From an optimization exercise on the open Yosys and OpenROAD flow, aimed at small area; shortcuts taken in it are not production practice.
Only simulation tests tie the RTL to the original design; equivalence was not proved.
Power is estimated from default activity; no workload was simulated.

==> flow/design.v <==
module drawing_mem_ctrl (
                  input  wire        clk,
                  input  wire        reset,
                  input  wire        phase,
                  input  wire        iq_req,
                  output reg         iq_ack,
                  input  wire [17:0] iq_address,
                  input  wire  [3:0] iq_nbyte,
                  input  wire        iq_rnw,
                  input  wire [31:0] data_from_iq,
                  input  wire        vdu_req,
                  input  wire        vdu_take,
                  input  wire [16:0] vdu_address,
                  input  wire        de_req,
                  output reg         de_ack,
                  input  wire [17:0] de_address,
                  input  wire  [3:0] de_nbyte,
                  input  wire        de_rnw,
                  input  wire [31:0] de_wdata,
                  output reg  [17:0] fs_address,
                  output wire  [1:0] fs_ncs,
                  output reg         fs_noe,
                  output reg         fs_nwe,
                  output reg   [3:0] fs_nbyte_sel,
                  output reg  [31:0] fs_wdata
                  );
reg  ncs;
wire iq_grant = phase & !vdu_req & iq_req;
wire de_grant = phase & !vdu_req & !iq_req & de_req;
wire iq_sel   = phase ? iq_grant : iq_ack;
wire de_sel   = phase ? de_grant : de_ack;
wire pre_nwe  = !((iq_ack | de_ack) & fs_noe);
assign fs_ncs = {ncs, ncs};
always @ (posedge clk)
  if (reset)
    begin
    iq_ack <= 1'b0;
    de_ack <= 1'b0;
    ncs    <= 1'b0;
    fs_noe <= 1'b1;
    end
  else
    begin
    iq_ack <= iq_grant;
    de_ack <= de_grant;
    if (phase)
      begin
      ncs    <= !(vdu_req | iq_req | de_req);
      fs_noe <= !(vdu_req | (iq_req ? iq_rnw : (de_req & de_rnw)));
      end
    end
always @ (posedge clk)
  begin
  fs_address   <= ({18{vdu_take}} & {1'b0, vdu_address})
                | ({18{iq_sel}}   & iq_address)
                | ({18{de_sel}}   & de_address);
  fs_nbyte_sel <= ({4{iq_sel}} & iq_nbyte) | ({4{de_sel}} & de_nbyte);
  fs_wdata     <= iq_sel ? data_from_iq : de_wdata;
  end
always @ (negedge clk) fs_nwe <= pre_nwe;
endmodule
module drawing_vduc (
            input  wire        clk,
            input  wire        reset,
            output wire        frame_over,
            output wire        vdu_req,      
            output wire        vdu_take,     
            output wire [16:0] vdu_address,
            output wire        phase,        
            input  wire [31:0] vdu_data,
            output wire        v_sync_out,
            output wire        h_sync_out,
            output reg   [7:0] pixel_out,
            output reg         v_blank,
            output wire        h_blank
            );
reg  [9:0] p;
reg  [9:0] v;
reg [31:0] pixels;
wire [7:0] hw     = p[9:2];
wire       first  = p[9] & p[8] & p[7];              
wire       p_wrap = p[9] & p[8] & (&p[4:0]);         
wire       v_wrap = v[9] & v[3] & v[2];              
wire       h_act  = !p[9] | (!p[8] & !p[7]);         
wire       v_act  = !(v[9] | (&v[8:5]));             
wire       p656   = (p == 10'd656);
wire       show   = h_act & v_act;
assign phase       = p[0];
assign vdu_req     = (first | show) & !p[1] & p[0];
assign vdu_take    = show & (p[1] ^ p[0]);
wire [11:0] line5  = {3'd0, v[8:0]} + {1'b0, v[8:0], 2'b00};    
assign vdu_address = {line5 + {9'd0, hw[7:5]}, hw[4:0]};
assign h_sync_out  = (p >= 10'd656) & (p <= 10'd751);
assign h_blank     = !((p >= 10'd5) & (p <= 10'd644));
assign v_sync_out  = (v[8:1] == 8'b1111_0101);
assign frame_over  = (p == 10'd657) & (v == 10'd480);
always @ (posedge clk)
  if (reset)       p <= 10'd1020;
  else if (p_wrap) p <= 10'd0;
  else             p <= p + 10'd1;
always @ (posedge clk)
  if (reset)        v <= 10'd486;
  else if (p656)
    if (v_wrap)     v <= 10'd0;
    else            v <= v + 10'd1;
always @ (posedge clk)
  begin
  pixels[31:24] <= vdu_data[31:24];
  if (p[1:0] == 2'd3) pixels[23:0] <= vdu_data[23:0];
  else                pixels[23:0] <= pixels[31:8];
  end
wire prev_show = (p >= 10'd4) & (p <= 10'd643) & v_act;
always @ (posedge clk)
  if (reset) pixel_out <= 8'h00;
  else       pixel_out <= prev_show ? pixels[7:0] : 8'h00;
always @ (posedge clk)
  if (reset)              v_blank <= 1'b1;
  else if (hw != 8'd164)  v_blank <= !v_act;
endmodule
module framestore (
            input  wire        clk,
            input  wire        reset,
            input  wire        iq_req,
            output wire        iq_ack,
            input  wire [17:0] iq_address,
            input  wire  [3:0] iq_nbyte,
            input  wire        iq_rnw,
            input  wire [31:0] data_from_iq,
            input  wire        de_req,
            output wire        de_ack,
            input  wire [17:0] de_address,
            input  wire  [3:0] de_nbyte,
            input  wire        de_rnw,
            input  wire [31:0] de_wdata,
            output wire [17:0] fs_address,
            output wire  [1:0] fs_ncs,
            output wire        fs_noe,
            output wire        fs_nwe,
            output wire  [3:0] fs_nbyte_sel,
            input  wire [31:0] fs_rdata,
            output wire [31:0] fs_wdata,
            output wire        frame_over,
            output wire        v_sync_out,
            output wire        h_sync_out,
            output wire  [7:0] pixel_out,
            output wire        v_blank,
            output wire        h_blank
            );
wire        phase, vdu_req, vdu_take;
wire [16:0] vdu_address;
drawing_mem_ctrl mem_ctrl (
            .clk(clk), .reset(reset), .phase(phase),
            .iq_req(iq_req), .iq_ack(iq_ack), .iq_address(iq_address),
            .iq_nbyte(iq_nbyte), .iq_rnw(iq_rnw), .data_from_iq(data_from_iq),
            .vdu_req(vdu_req), .vdu_take(vdu_take), .vdu_address(vdu_address),
            .de_req(de_req), .de_ack(de_ack), .de_address(de_address),
            .de_nbyte(de_nbyte), .de_rnw(de_rnw), .de_wdata(de_wdata),
            .fs_address(fs_address), .fs_ncs(fs_ncs), .fs_noe(fs_noe),
            .fs_nwe(fs_nwe), .fs_nbyte_sel(fs_nbyte_sel),
            .fs_wdata(fs_wdata));
drawing_vduc vduc (
            .clk(clk), .reset(reset),
            .frame_over(frame_over), .vdu_req(vdu_req), .vdu_take(vdu_take),
            .vdu_address(vdu_address), .phase(phase), .vdu_data(fs_rdata),
            .v_sync_out(v_sync_out), .h_sync_out(h_sync_out),
            .pixel_out(pixel_out), .v_blank(v_blank), .h_blank(h_blank));
endmodule
export LEC_CHECK = 0
export CAP_MARGIN = 20
export CORE_MARGIN = 2
export CORE_UTILIZATION = 40
export PLACE_DENSITY = 0.6
export SLEW_MARGIN = 20
create_clock -name core_clock -period 5.0 [get_ports {clk}]
standard.sh (not shown) runs the stock make flow with config.mk's settings and CLKGATE_MAP_FILE= SYNTH_SCRIPT=/design/flow/synth_recipe.tcl, a recipe that flattens the netlist after the stock synthesis.
==> flow/flow/run.sh <==
#!/bin/bash
# Standard ORFS layout, with the smallest buffer on the ports and no CTS
# dummy loads. Each tool's full output stays in orfs/logs; make's output
# goes to standard.log.
set -euo pipefail
export BUFFER_PORTS_ARGS="-buffer_cell sky130_fd_sc_hd__buf_1"
export CTS_ARGS="-sink_clustering_enable -repair_clock_nets -dont_use_dummy_load -buf_list sky130_fd_sc_hd__clkbuf_4 -root_buf sky130_fd_sc_hd__clkbuf_4"
bash standard.sh finish > standard.log 2>&1
Rerun with:
--- a/flow/design.v
+++ b/flow/design.v
@@ -54,9 +54,9 @@
   fs_address   <= ({18{vdu_take}} & {1'b0, vdu_address})
                 | ({18{iq_sel}}   & iq_address)
                 | ({18{de_sel}}   & de_address);
   fs_nbyte_sel <= ({4{iq_sel}} & iq_nbyte) | ({4{de_sel}} & de_nbyte);
-  fs_wdata     <= iq_sel ? data_from_iq : de_wdata;
+  fs_wdata     <= ({32{iq_sel}} & data_from_iq) | ({32{de_sel}} & de_wdata);
   end
 always @ (negedge clk) fs_nwe <= pre_nwe;
 endmodule
 module drawing_vduc (
@@ -74,36 +74,36 @@
             output reg         v_blank,
             output wire        h_blank
             );
 reg  [9:0] p;
-reg  [9:0] v;
+reg [11:0] b;                     
 reg [31:0] pixels;
 wire [7:0] hw     = p[9:2];
 wire       first  = p[9] & p[8] & p[7];              
 wire       p_wrap = p[9] & p[8] & (&p[4:0]);         
-wire       v_wrap = v[9] & v[3] & v[2];              
+wire       b_wrap = b[11] & b[9] & b[6];             
 wire       h_act  = !p[9] | (!p[8] & !p[7]);         
-wire       v_act  = !(v[9] | (&v[8:5]));             
+wire       v_act  = (b < 12'd2400);                  
 wire       p656   = (p == 10'd656);
+wire       b_inc  = p656 | (!p[9] & (&p[6:0]));      
 wire       show   = h_act & v_act;
 assign phase       = p[0];
 assign vdu_req     = (first | show) & !p[1] & p[0];
 assign vdu_take    = show & (p[1] ^ p[0]);
-wire [11:0] line5  = {3'd0, v[8:0]} + {1'b0, v[8:0], 2'b00};    
-assign vdu_address = {line5 + {9'd0, hw[7:5]}, hw[4:0]};
+assign vdu_address = {b, hw[4:0]};
 assign h_sync_out  = (p >= 10'd656) & (p <= 10'd751);
 assign h_blank     = !((p >= 10'd5) & (p <= 10'd644));
-assign v_sync_out  = (v[8:1] == 8'b1111_0101);
-assign frame_over  = (p == 10'd657) & (v == 10'd480);
+assign v_sync_out  = (b >= 12'd2450) & (b <= 12'd2459);
+assign frame_over  = (p == 10'd657) & (b == 12'd2400);
 always @ (posedge clk)
   if (reset)       p <= 10'd1020;
   else if (p_wrap) p <= 10'd0;
   else             p <= p + 10'd1;
 always @ (posedge clk)
-  if (reset)        v <= 10'd486;
-  else if (p656)
-    if (v_wrap)     v <= 10'd0;
-    else            v <= v + 10'd1;
+  if (reset)        b <= 12'd2430;
+  else if (b_inc)
+    if (b_wrap)     b <= 12'd0;
+    else            b <= b + 12'd1;
 always @ (posedge clk)
   begin
   pixels[31:24] <= vdu_data[31:24];
   if (p[1:0] == 2'd3) pixels[23:0] <= vdu_data[23:0];
Wire length drops by a few percent.
Final cell count drops by about a fifth.
Register-to-register slack barely changes.
Combinational power drops by roughly a tenth.
Via count drops by a little under a tenth.
Total power drops by a few percent.
Setup slack improves by 29 ps.
